What follows belongs to an exercise in optimizing a design on an open flow for small area and a short achievable clock period; a production flow would make more cautious choices.
Function was checked by simulation only, so behaviour that the tests miss may differ from the original.
Power figures rest on the tool's default switching activity, not on a simulated workload.

==> flow/design.v (excerpt) <==
module CPU( input clk,
	input rst,
	input wire [31:0] inst,
	input wire [63:0]	main_memory_input_data_path,
	output reg[63:0] main_memory_output_data_path,
	output wire[31:0] pc_inst_addr,
	output wire		Vector_Write_Access,
	output wire		Memory_Write_Access,
	output wire		Load_Vector_Flag,
	output wire 		Load_Word_Flag,
	output wire[11:0]	Main_Memory_Address
	);
==> flow/config.mk <==
export PLATFORM = sky130hd
export DESIGN_NAME = CPU
export DESIGN_NICKNAME = CPU
export VERILOG_FILES = /design/flow/design.v
export SDC_FILE = /design/flow/constraint.sdc
export NUM_CORES = 4
export LEC_CHECK = 0
export ABC_AREA = 1
export CAP_MARGIN = 20
export CORE_MARGIN = 2
export CORE_UTILIZATION = 40
export SETUP_SLACK_MARGIN = 5
export SLEW_MARGIN = 20
export TNS_END_PERCENT = 0
==> flow/constraint.sdc <==
create_clock -name core_clock -period 12.0 [get_ports {clk}]
set_input_delay 2.4000 -clock core_clock [delete_from_list [all_inputs] [get_ports {clk}]]
set_output_delay 2.4000 -clock core_clock [all_outputs]
set_load 0.01 [all_outputs]
standard.sh (not shown) runs the stock make flow with config.mk's settings and CLKGATE_MAP_FILE= SYNTH_SCRIPT=/design/flow/synth_recipe.tcl, a recipe that flattens the netlist after the stock synthesis.
==> flow/flow/run.sh <==
#!/bin/bash
set -euo pipefail
bash standard.sh "BUFFER_PORTS_ARGS=-buffer_cell sky130_fd_sc_hd__buf_2" \
  "CTS_ARGS=-sink_clustering_enable -repair_clock_nets -dont_use_dummy_load -buf_list {sky130_fd_sc_hd__clkbuf_2 sky130_fd_sc_hd__clkbuf_4 sky130_fd_sc_hd__clkbuf_8}" \
  finish > standard_flow.log 2>&1
==> next run, changes <==
Settings changed: TNS_END_PERCENT 0 to 30.
Result: Clock skew goes down by 0.035 ns. Power rises by 0.88%. Count of clock-buffer cells in the layout stays the same. Cell area rises by 1.7%.
==> next run, changes <==
Settings changed: ABC_AREA 1 to default, TNS_END_PERCENT 30 to default.
Effect:
- routed wire length came out higher slightly
- synthesized area came out higher slightly
- global-route usage is about the same
- count of clock-buffer cells in the layout came out lower by 1
- utilization stays flat
- cell area hardly moves
- flip-flop and latch count does not change
- non-clock buffer count came out higher by 41
==> next run, changes <==
Settings changed: ABC_AREA from default to 1, PLACE_DENSITY from default to 0.5.
Critical path depth climbs by 11.
Non-clock buffer count fell by 1.
Final cell count climbs by 20%.
Sequential share of layout area is lower by 0.56 points.
Hold slack is worse by 0.17 ns.
Clock power stays flat.
Synthesized cell count grows by about 27%.
Combinational power is lower by about 9%.
Sequential power is about the same.

* * *

== exp/juniper ==
CPU again, from the RTL that the note above started with.
clock: 12.0 ns
lec_check: 0
abc_area: 1
cap_margin: 20
core_margin: 2
core_utilization: 40
setup_slack_margin: 5
slew_margin: 20
Scripts as last shown in full above: flow/flow/run.sh
exp/juniper finished end to end and its layout was clean on timing, DRC and antenna.
--- input diff exp/juniper..exp/fjord ---
- an added PLACE_DENSITY of 0.75
Notes after the runs:
- Re routed length on met3: exp/fjord is about 37% up on exp/juniper.
- Sum of routed wire length over all layers up about 1.7% in exp/fjord wrt exp/juniper
- met3 layer usage reported by global route ended up 2.6 points higher on exp/fjord than on exp/juniper.
- exp/fjord vs exp/juniper on synthesis-to-finish area growth: exp/fjord is the higher one.
- On post-route worst hold slack, exp/juniper loses to exp/fjord.
- exp/juniper → exp/fjord: placement-stage worst setup slack lower, total power went up 51 uW.

* * *

CPU, a different RTL version from the one above (not shown whole).
Size in the first run: about 3800 cells after synthesis, roughly 500 flip-flops, roughly 210 I/O pins, about 0.038 mm2 of cells after synthesis.
Settings: LEC_CHECK=0, CAP_MARGIN=20, CORE_MARGIN=2, CORE_UTILIZATION=40, CTS_BUF_LIST=sky130_fd_sc_hd__clkbuf_2 sky130_fd_sc_hd__clkbuf_4 sky130_fd_sc_hd__clkbuf_8, SETUP_SLACK_MARGIN=5, SLEW_MARGIN=20; clock period 12.0 ns.
==> flow/flow/run.sh <==
#!/bin/bash
set -euo pipefail
bash standard.sh "BUFFER_PORTS_ARGS=-buffer_cell sky130_fd_sc_hd__buf_2" finish > standard_flow.log 2>&1
The baseline produced a clean layout.
Next try:
==> flow/flow/run.sh (replaced) <==
#!/bin/bash
set -euo pipefail
bash standard.sh "BUFFER_PORTS_ARGS=-buffer_cell sky130_fd_sc_hd__buf_2" \
  "CTS_ARGS=-sink_clustering_enable -repair_clock_nets -dont_use_dummy_load -buf_list {sky130_fd_sc_hd__clkbuf_2 sky130_fd_sc_hd__clkbuf_4 sky130_fd_sc_hd__clkbuf_8}" \
  finish > standard_flow.log 2>&1
- ABC_AREA: default -> 1
- CTS_BUF_LIST: sky130_fd_sc_hd__clkbuf_2 sky130_fd_sc_hd__clkbuf_4 sky130_fd_sc_hd__clkbuf_8 -> default
- SETUP_SLACK_MARGIN: 5 -> 4.5
What happened: The new run finished with timing, DRC and antenna clean; cell count goes up by 32%; hold slack got worse by 0.090 ns; sequential power hardly moves; power decreases by 15%; register-to-register slack improved by 0.27 ns.
Next try:
- SETUP_SLACK_MARGIN: 4.5 -> 5
Effect: Via count came out higher by 1.7%; setup slack gets better by 0.48 ns; design area came out higher by 5.6%; wire length came out higher by 2.2%; count of clock-buffer cells in the layout does not change; register-to-register slack gets better by 0.11 ns; utilization came out higher by 2.5 points; clock skew came out lower by 0.0090 ns; area after synthesis stays the same.

* * *

Starting RTL as in the previous note.
==> flow/design.v (excerpt) <==
module CPU( input clk,
	input rst,
	input wire [31:0] inst,
	input wire [63:0]	main_memory_input_data_path,
	output reg[63:0] main_memory_output_data_path,
	output wire[31:0] pc_inst_addr,
	output wire		Vector_Write_Access,
	output wire		Memory_Write_Access,
	output wire		Load_Vector_Flag,
	output wire 		Load_Word_Flag,
	output wire[11:0]	Main_Memory_Address
	);
clock: 12.0 ns
lec_check: 0
cap_margin: 20
core_margin: 2
core_utilization: 40
cts_buf_list: sky130_fd_sc_hd__clkbuf_2 sky130_fd_sc_hd__clkbuf_4 sky130_fd_sc_hd__clkbuf_8
setup_slack_margin: 5
slew_margin: 20
==> flow/flow/run.sh <==
#!/bin/bash
set -euo pipefail
bash standard.sh "BUFFER_PORTS_ARGS=-buffer_cell sky130_fd_sc_hd__buf_2" \
  "CTS_ARGS=-sink_clustering_enable -repair_clock_nets -dont_use_dummy_load -buf_list {sky130_fd_sc_hd__clkbuf_2 sky130_fd_sc_hd__clkbuf_4 sky130_fd_sc_hd__clkbuf_8}" \
  finish > standard_flow.log 2>&1
The first run passed the timing, DRC and antenna checks.
==> next run, changes <==
--- a/flow/config.mk
+++ b/flow/config.mk
@@ -7,0 +8 @@
+export ABC_AREA = 1
@@ -10,2 +11 @@
-export CORE_UTILIZATION = 40
-export CTS_BUF_LIST = sky130_fd_sc_hd__clkbuf_2 sky130_fd_sc_hd__clkbuf_4 sky130_fd_sc_hd__clkbuf_8
+export CORE_UTILIZATION = 50
=> The new run finished with timing, DRC and antenna clean. Worst setup slack improves by 0.14 ns. Sequential power stays flat. Register-to-register slack improves by 0.36 ns. Power is lower by 4.6%. Count of clock-buffer cells in the layout rose by 2. Routed wire length came out higher by 7.1%.
==> next run, changes <==
==> flow/flow/run.sh (replaced) <==
#!/bin/bash
set -euo pipefail
bash standard.sh "BUFFER_PORTS_ARGS=-buffer_cell sky130_fd_sc_hd__buf_2" finish > standard_flow.log 2>&1
--- a/flow/config.mk
+++ b/flow/config.mk
@@ -8 +7,0 @@
-export ABC_AREA = 1
@@ -11 +10,2 @@
-export CORE_UTILIZATION = 50
+export CORE_UTILIZATION = 40
+export CTS_BUF_LIST = sky130_fd_sc_hd__clkbuf_2 sky130_fd_sc_hd__clkbuf_4 sky130_fd_sc_hd__clkbuf_8
@@ -13,0 +14 @@
+export SYNTH_HIERARCHICAL = 1
Outcome: The changed run produced a clean layout. Area after synthesis falls by 8.2%. Clock skew goes down by 0.087 ns. Power went up by 14%. Count of clock-buffer cells in the layout went up by 24. Routed wire length went down by 7.0%. Global-route usage went down by 7.6 points. Setup slack gets worse by 0.68 ns.
==> next run, changes <==
==> flow/flow/run.sh (replaced) <==
#!/bin/bash
set -euo pipefail
bash standard.sh "BUFFER_PORTS_ARGS=-buffer_cell sky130_fd_sc_hd__buf_2" \
  "CTS_ARGS=-sink_clustering_enable -repair_clock_nets -dont_use_dummy_load -buf_list {sky130_fd_sc_hd__clkbuf_2 sky130_fd_sc_hd__clkbuf_4 sky130_fd_sc_hd__clkbuf_8}" \
  SETUP_SLACK_MARGIN=6 finish > standard_flow.log 2>&1
--- a/flow/config.mk
+++ b/flow/config.mk
@@ -7,0 +8 @@
+export ABC_AREA = 1
@@ -11 +11,0 @@
-export CTS_BUF_LIST = sky130_fd_sc_hd__clkbuf_2 sky130_fd_sc_hd__clkbuf_4 sky130_fd_sc_hd__clkbuf_8
@@ -14 +13,0 @@
-export SYNTH_HIERARCHICAL = 1
Worst setup slack improved by 0.83 ns.
Final area is higher by 21%.
Fmax goes up by 12%.
Clock power drops by 19%.
Flip-flop and latch count is unchanged.
Utilization grows by 5.7 points.

* * *

CPU, a different RTL version from the one above (not shown whole).
For scale: ~5600 cells after synthesis, roughly 500 flip-flops, roughly 210 I/O pins.
Settings: LEC_CHECK=0, ABC_AREA=1, CAP_MARGIN=20, CORE_MARGIN=2, CORE_UTILIZATION=40, SETUP_SLACK_MARGIN=5, SLEW_MARGIN=20; clock period 12.0 ns.
==> flow/flow/run.sh <==
#!/bin/bash
set -euo pipefail
bash standard.sh "BUFFER_PORTS_ARGS=-buffer_cell sky130_fd_sc_hd__buf_2" \
  "CTS_ARGS=-sink_clustering_enable -repair_clock_nets -dont_use_dummy_load -sink_clustering_size 16 -sink_clustering_max_diameter 50 -buf_list {sky130_fd_sc_hd__clkbuf_2 sky130_fd_sc_hd__clkbuf_4 sky130_fd_sc_hd__clkbuf_8}" \
  finish > standard_flow.log 2>&1
Next try:
==> flow/flow/run.sh (replaced) <==
#!/bin/bash
set -euo pipefail
bash standard.sh "BUFFER_PORTS_ARGS=-buffer_cell sky130_fd_sc_hd__buf_2" \
  "CTS_ARGS=-sink_clustering_enable -repair_clock_nets -dont_use_dummy_load -buf_list {sky130_fd_sc_hd__clkbuf_2 sky130_fd_sc_hd__clkbuf_4 sky130_fd_sc_hd__clkbuf_8}" \
  finish > standard_flow.log 2>&1
What happened:
- The new run completed without violations
- critical path depth rises by 1
- maximum frequency is higher slightly
- via count stays flat
- global-route usage rises by 0.32 points
- power goes up by a little under a tenth

-- static timing again, ports no longer ideal --
Ports are ideal in the flow. The routed layouts listed here were re-timed in OpenROAD. Step 1 (the two cells are an assumption about what drives the block):
set clk [get_ports {clk}]
set_driving_cell -lib_cell sky130_fd_sc_hd__clkbuf_16 $clk
set_driving_cell -lib_cell sky130_fd_sc_hd__buf_2 [delete_from_list [all_inputs] $clk]
Step 2 moves the port delays by t, midway between the first and last clock arrival at a register: inputs arrive t later, outputs are due t later. That takes back most of the time a late clock gives input paths. a / b / c = ideal ports / drivers / drivers and shift; a / b = the first two.
run | t (ns) | slack for setup (ns) | hold WS [ns]
the first run of note 1 | 0.765 | 4.757 / 4.719 / 3.960 | 0.474 / 0.474 / 0.474
the second run of note 1 | 0.748 | 4.807 / 4.796 / 4.087 | 0.469 / 0.469 / 0.469
the third run of note 1 | 0.779 | 4.058 / 4.028 / 3.249 | 0.559 / 0.559 / 0.559
the fourth run of note 1 | 0.801 | 4.822 / 4.837 / 4.036 | 0.390 / 0.390 / 0.390
exp/juniper | 0.772 | 4.780 / 4.742 / 3.970 | 0.435 / 0.435 / 0.435
exp/fjord | 0.777 | 4.751 / 4.738 / 3.961 | 0.493 / 0.493 / 0.493
the first run of note 3 | 0.801 | 4.652 / 4.422 / 4.012 | 0.570 / 0.570 / 0.570
the second run of note 3 | 0.752 | 4.471 / 4.416 / 4.004 | 0.480 / 0.480 / 0.480
the third run of note 3 | 0.754 | 4.951 / 4.898 / 4.336 | 0.477 / 0.477 / 0.477
the first run of note 4 | 0.773 | 4.802 / 4.628 / 4.022 | 0.569 / 0.569 / 0.569
the second run of note 4 | 0.751 | 4.942 / 4.876 / 4.332 | 0.481 / 0.481 / 0.481
the third run of note 4 | 0.834 | 4.259 / 4.257 / 3.423 | 0.467 / 0.467 / 0.467
the fourth run of note 4 | 0.775 | 5.090 / 5.028 / 4.543 | 0.463 / 0.463 / 0.463
the first run of note 5 | 0.767 | 4.943 / 4.757 / 4.344 | 0.503 / 0.503 / 0.503
the second run of note 5 | 0.748 | 4.966 / 4.921 / 4.386 | 0.472 / 0.472 / 0.472
After both steps every run listed still meets setup and hold. The setup slack of the third run of note 4, which loses most, moves by -0.002 ns with the drivers and by -0.836 ns with both steps.
